This is an optimization exercise on Yosys and OpenROAD, whose aim is small area and a short achievable clock period, not a production implementation. Only simulation tests tie the RTL to the original design; equivalence was not proved. No driver is modelled on the clock port, so clock power and skew are understated where the tree is cut down; a real chip needs a root buffer or a tree.

Setup of the baseline:
Design median_filter_system, start of the top module:
module median_filter_system
#(
    parameter WINDOW_SIZE = 3,
    parameter IMAGE_WIDTH = 8,
    parameter IMAGE_HEIGHT = 8,
    parameter PIXEL_WIDTH = 8
)
(
    input wire clk,
    input wire rst_n,
    input wire data_valid,
    input wire [PIXEL_WIDTH-1:0] data_in,
    output wire data_valid_out,
    output wire [PIXEL_WIDTH-1:0] data_out,
    output wire frame_complete
);
Size in the first run: roughly 21 I/O pins.
==> module zero_edge_handler, before the edit <==
module zero_edge_handler
(
    input  wire       clk,
    input  wire       rst_n,
    input  wire       win,
    input  wire [7:0] win_median,
    output reg        data_valid_out,
    output reg  [7:0] data_out,
    output reg        frame_complete
);
    reg       play;
    reg       on;
    reg [5:0] low;
    reg [7:0] buf_q [0:35];
    integer i;
    wire lead    = &low[5:1];
    wire showing = play & (on | ~lead);
    wire at_end  = play & on & (&low);
    wire collect = ~play | at_end;
    wire last    = ~play & (low == 6'd36);
    wire push    = win & collect & ~last;
    wire inner   = (low[5:3] != 3'd0) & (low[5:3] != 3'd7) &
                   (low[2:0] != 3'd0) & (low[2:0] != 3'd7);
    wire shift   = push | (play & inner);
    always @(posedge clk or negedge rst_n) begin
        if (!rst_n) begin
            play           <= 1'b0;
            on             <= 1'b0;
            low            <= 6'd0;
            data_valid_out <= 1'b0;
            frame_complete <= 1'b0;
        end else begin
            if (!play) begin
                if (win) begin
                    if (last) begin
                        play <= 1'b1;
                        low  <= 6'd62;
                    end else
                        low <= low + 6'd1;
                end
            end else if (at_end) begin
                play <= 1'b0;
                low  <= {5'd0, win};
            end else
                low <= low + 6'd1;
            on             <= showing & ~at_end;
            data_valid_out <= showing;
            frame_complete <= frame_complete | (data_valid_out & ~play);
        end
    end
    always @(posedge clk) begin
        if (shift) begin
            buf_q[0] <= win_median;
            for (i = 1; i < 36; i = i + 1)
                buf_q[i] <= buf_q[i-1];
        end
        data_out <= inner ? buf_q[35] : 8'd0;
    end
endmodule
==> flow/config.mk <==
export PLATFORM = sky130hd
export DESIGN_NAME = median_filter_system
export DESIGN_NICKNAME = median_filter_system
export VERILOG_FILES = /design/flow/design.v
export SDC_FILE = /design/flow/constraint.sdc
export NUM_CORES = 4
export LEC_CHECK = 0
export CAP_MARGIN = 5
export CORE_MARGIN = 2
export CORE_UTILIZATION = 70
export SLEW_MARGIN = 5
==> flow/constraint.sdc <==
create_clock -name core_clock -period 24.0 [get_ports {clk}]
set_input_delay 4.8000 -clock core_clock [delete_from_list [all_inputs] [get_ports {clk}]]
set_output_delay 4.8000 -clock core_clock [all_outputs]
set_load 0.01 [all_outputs]
standard.sh (not shown) runs the stock make flow with config.mk's settings and CLKGATE_MAP_FILE= SYNTH_SCRIPT=/design/flow/synth_recipe.tcl, a recipe that flattens the netlist after the stock synthesis.
==> flow/flow/run.sh <==
#!/bin/bash
# Layout flow: the standard ORFS flow (standard.sh) with these changes
# to how the layout is made (constraints are the design's):
#  1. After the standard synthesis, its combinational logic is re-mapped by
#     yosys/ABC with an area-oriented script (flow/remap.*). Flip-flops are
#     kept exactly as the standard synthesis made them.
#  2. Port buffers are buf_4 instead of the default delay buffer.
#  3. Timing repair over-fixes setup by SETUP_SLACK_MARGIN.
#  4. The clock tree is a balanced two-level tree (flow/mytree.tcl) in
#     place of TritonCTS's three-level one: 4 group buffers on the clock
#     port, 8 leaf buffers on each, 1/32 of the flip-flops on each leaf.
# Each tool's output goes to a log file in the work folder.
set -euo pipefail
cd "$(dirname "$0")/.."
W=$PWD
F=$W/flow
RES=$W/orfs/results/${FLOW_PLATFORM:-sky130hd}/median_filter_system/base
export BUFFER_PORTS_ARGS="-buffer_cell sky130_fd_sc_hd__buf_4"
export SETUP_SLACK_MARGIN="${OWN_SETUP_MARGIN:-18.0}"
export PRE_CTS_TCL="$F/mytree.tcl"

# 1. standard synthesis netlist
bash standard.sh "$RES/1_2_yosys.v" > flow_synth.log 2>&1
cp "$RES/1_2_yosys.v" "$W/standard_synth.v"

# 2. re-map combinational logic
LIB=$(ls "$FLOW_HOME"/platforms/sky130hd/lib/sky130_fd_sc_hd__tt_025C_1v80.lib)
python3 "$F/gen_models.py" "$LIB" "$W/remap_models.v" > gen_models.log 2>&1
python3 "$F/gen_models.py" "$LIB" "$W/remap_stubs.v" -stubs >> gen_models.log 2>&1
LIB="$LIB" TOP="${FLOW_TOP:-median_filter_system}" \
  REMAP_IN="$W/standard_synth.v" REMAP_OUT="$W/remapped.v" \
  REMAP_MODELS="$W/remap_models.v" REMAP_STUBS="$W/remap_stubs.v" \
  REMAP_ABC="$F/remap.abc" \
  DONT_USE="sky130_fd_sc_hd__probe_p_8 sky130_fd_sc_hd__probec_p_8 sky130_fd_sc_hd__lpflow_* sky130_fd_sc_hd__fa_* sky130_fd_sc_hd__ha_* sky130_fd_sc_hd__fah*" \
  yosys -c "$F/remap.tcl" > remap_yosys.log 2>&1
cp "$W/remapped.v" "$RES/1_2_yosys.v"
touch "$RES/1_2_yosys.v"

# 3. the rest of the standard flow
bash standard.sh > flow_layout.log 2>&1
Other scripts of this flow, unchanged in this note and not shown: flow/flow/gen_models.py, flow/flow/mytree.tcl, flow/flow/remap.abc, flow/flow/remap.tcl
> inputs changed (the baseline -> the candidate)
==> flow/design.v, changed modules only <==
module zero_edge_handler
(
    input  wire       clk,
    input  wire       rst_n,
    input  wire       win,
    input  wire [7:0] win_median,
    output reg        data_valid_out,
    output reg  [7:0] data_out,
    output reg        frame_complete
);
    reg       play;
    reg       on;
    reg       done;
    reg [5:0] low;
    reg [7:0] buf_q [0:35];
    integer i;
    wire lead    = &low[5:1];
    wire showing = play & (on | ~lead);
    wire at_end  = play & on & (&low);
    wire collect = ~play | at_end;
    wire last    = ~play & (low == 6'd36);
    wire push    = win & collect & ~last;
    wire inner   = (low[5:3] != 3'd0) & (low[5:3] != 3'd7) &
                   (low[2:0] != 3'd0) & (low[2:0] != 3'd7);
    wire shift   = push | (play & inner);
    always @(posedge clk or negedge rst_n) begin
        if (!rst_n) begin
            play           <= 1'b0;
            on             <= 1'b0;
            done           <= 1'b0;
            low            <= 6'd0;
            data_valid_out <= 1'b0;
            frame_complete <= 1'b0;
        end else begin
            if (!play) begin
                if (win) begin
                    if (last) begin
                        play <= 1'b1;
                        low  <= 6'd62;
                    end else
                        low <= low + 6'd1;
                end
            end else if (at_end) begin
                play <= 1'b0;
                low  <= {5'd0, win};
            end else
                low <= low + 6'd1;
            on             <= showing & ~at_end;
            data_valid_out <= showing;
            done           <= done | at_end;
            frame_complete <= done;
        end
    end
    always @(posedge clk) begin
        if (shift) begin
            buf_q[0] <= win_median;
            for (i = 1; i < 36; i = i + 1)
                buf_q[i] <= buf_q[i-1];
        end
        data_out <= inner ? buf_q[35] : 8'd0;
    end
endmodule
==> comparison <==
Taking the baseline as the reference, in the candidate proportion of cell area occupied by registers saw an increase; detailed route wirelength on metal2 decreased by 0.83% relative to the old numbers.
~same die area in the candidate and the baseline
Diff the baseline..the candidate | synthesized area | negligible
Compared the baseline against the candidate; portion of the clock cycle consumed by the worst path in the final layout within noise.
As far as count of buffer and inverter cells on the critical path goes, the baseline and the candidate are indistinguishable; the numbers are identical.
Minimum clock period after layout: the candidate lower than the baseline
Compared with the baseline, the candidate shows a higher clock skew.
The candidate vs. the baseline: met3 demand-to-capacity share in global routing went up by 0.34 points.
Taking the baseline as the reference, in the candidate met1 track demand over resource now sits higher, met2 track demand over resource in global routing now sits lower, utilization of the core after routing now sits higher, synthesized cell count now sits lower.
No run of this note takes its clock network from TritonCTS; it comes from the design's own scripts or RTL.

## port drivers added, routing unchanged
In the flow no input, the clock included, has a driving cell. The finished layouts below were timed again as built, in two steps.
Step 1 assumes that a clkbuf_16 drives the clock port and a buf_2 every other input.
Step 2 times the ports against the registers' clock, not the clock port: input delays grow and output delays shrink by t, the midpoint of the rising clock arrivals with the driver on.
Three values: ideal, step 1, step 2; two values: the first two.
| run | shift t [ns] | slack for setup (ns) | worst hold slack (ns) | worst slew at a driven data input, ns | pins driven straight from the clock port |
|---|---|---|---|---|---|
| the baseline | 0.432 | 18.302 / 18.195 / 18.627 | 0.405 / 0.405 / 0.405 | 0.04 | 4 |
| the candidate | 0.441 | 18.338 / 18.225 / 18.527 | 0.377 / 0.377 / 0.377 | 0.04 | 4 |
After both steps every run listed still meets setup and hold.
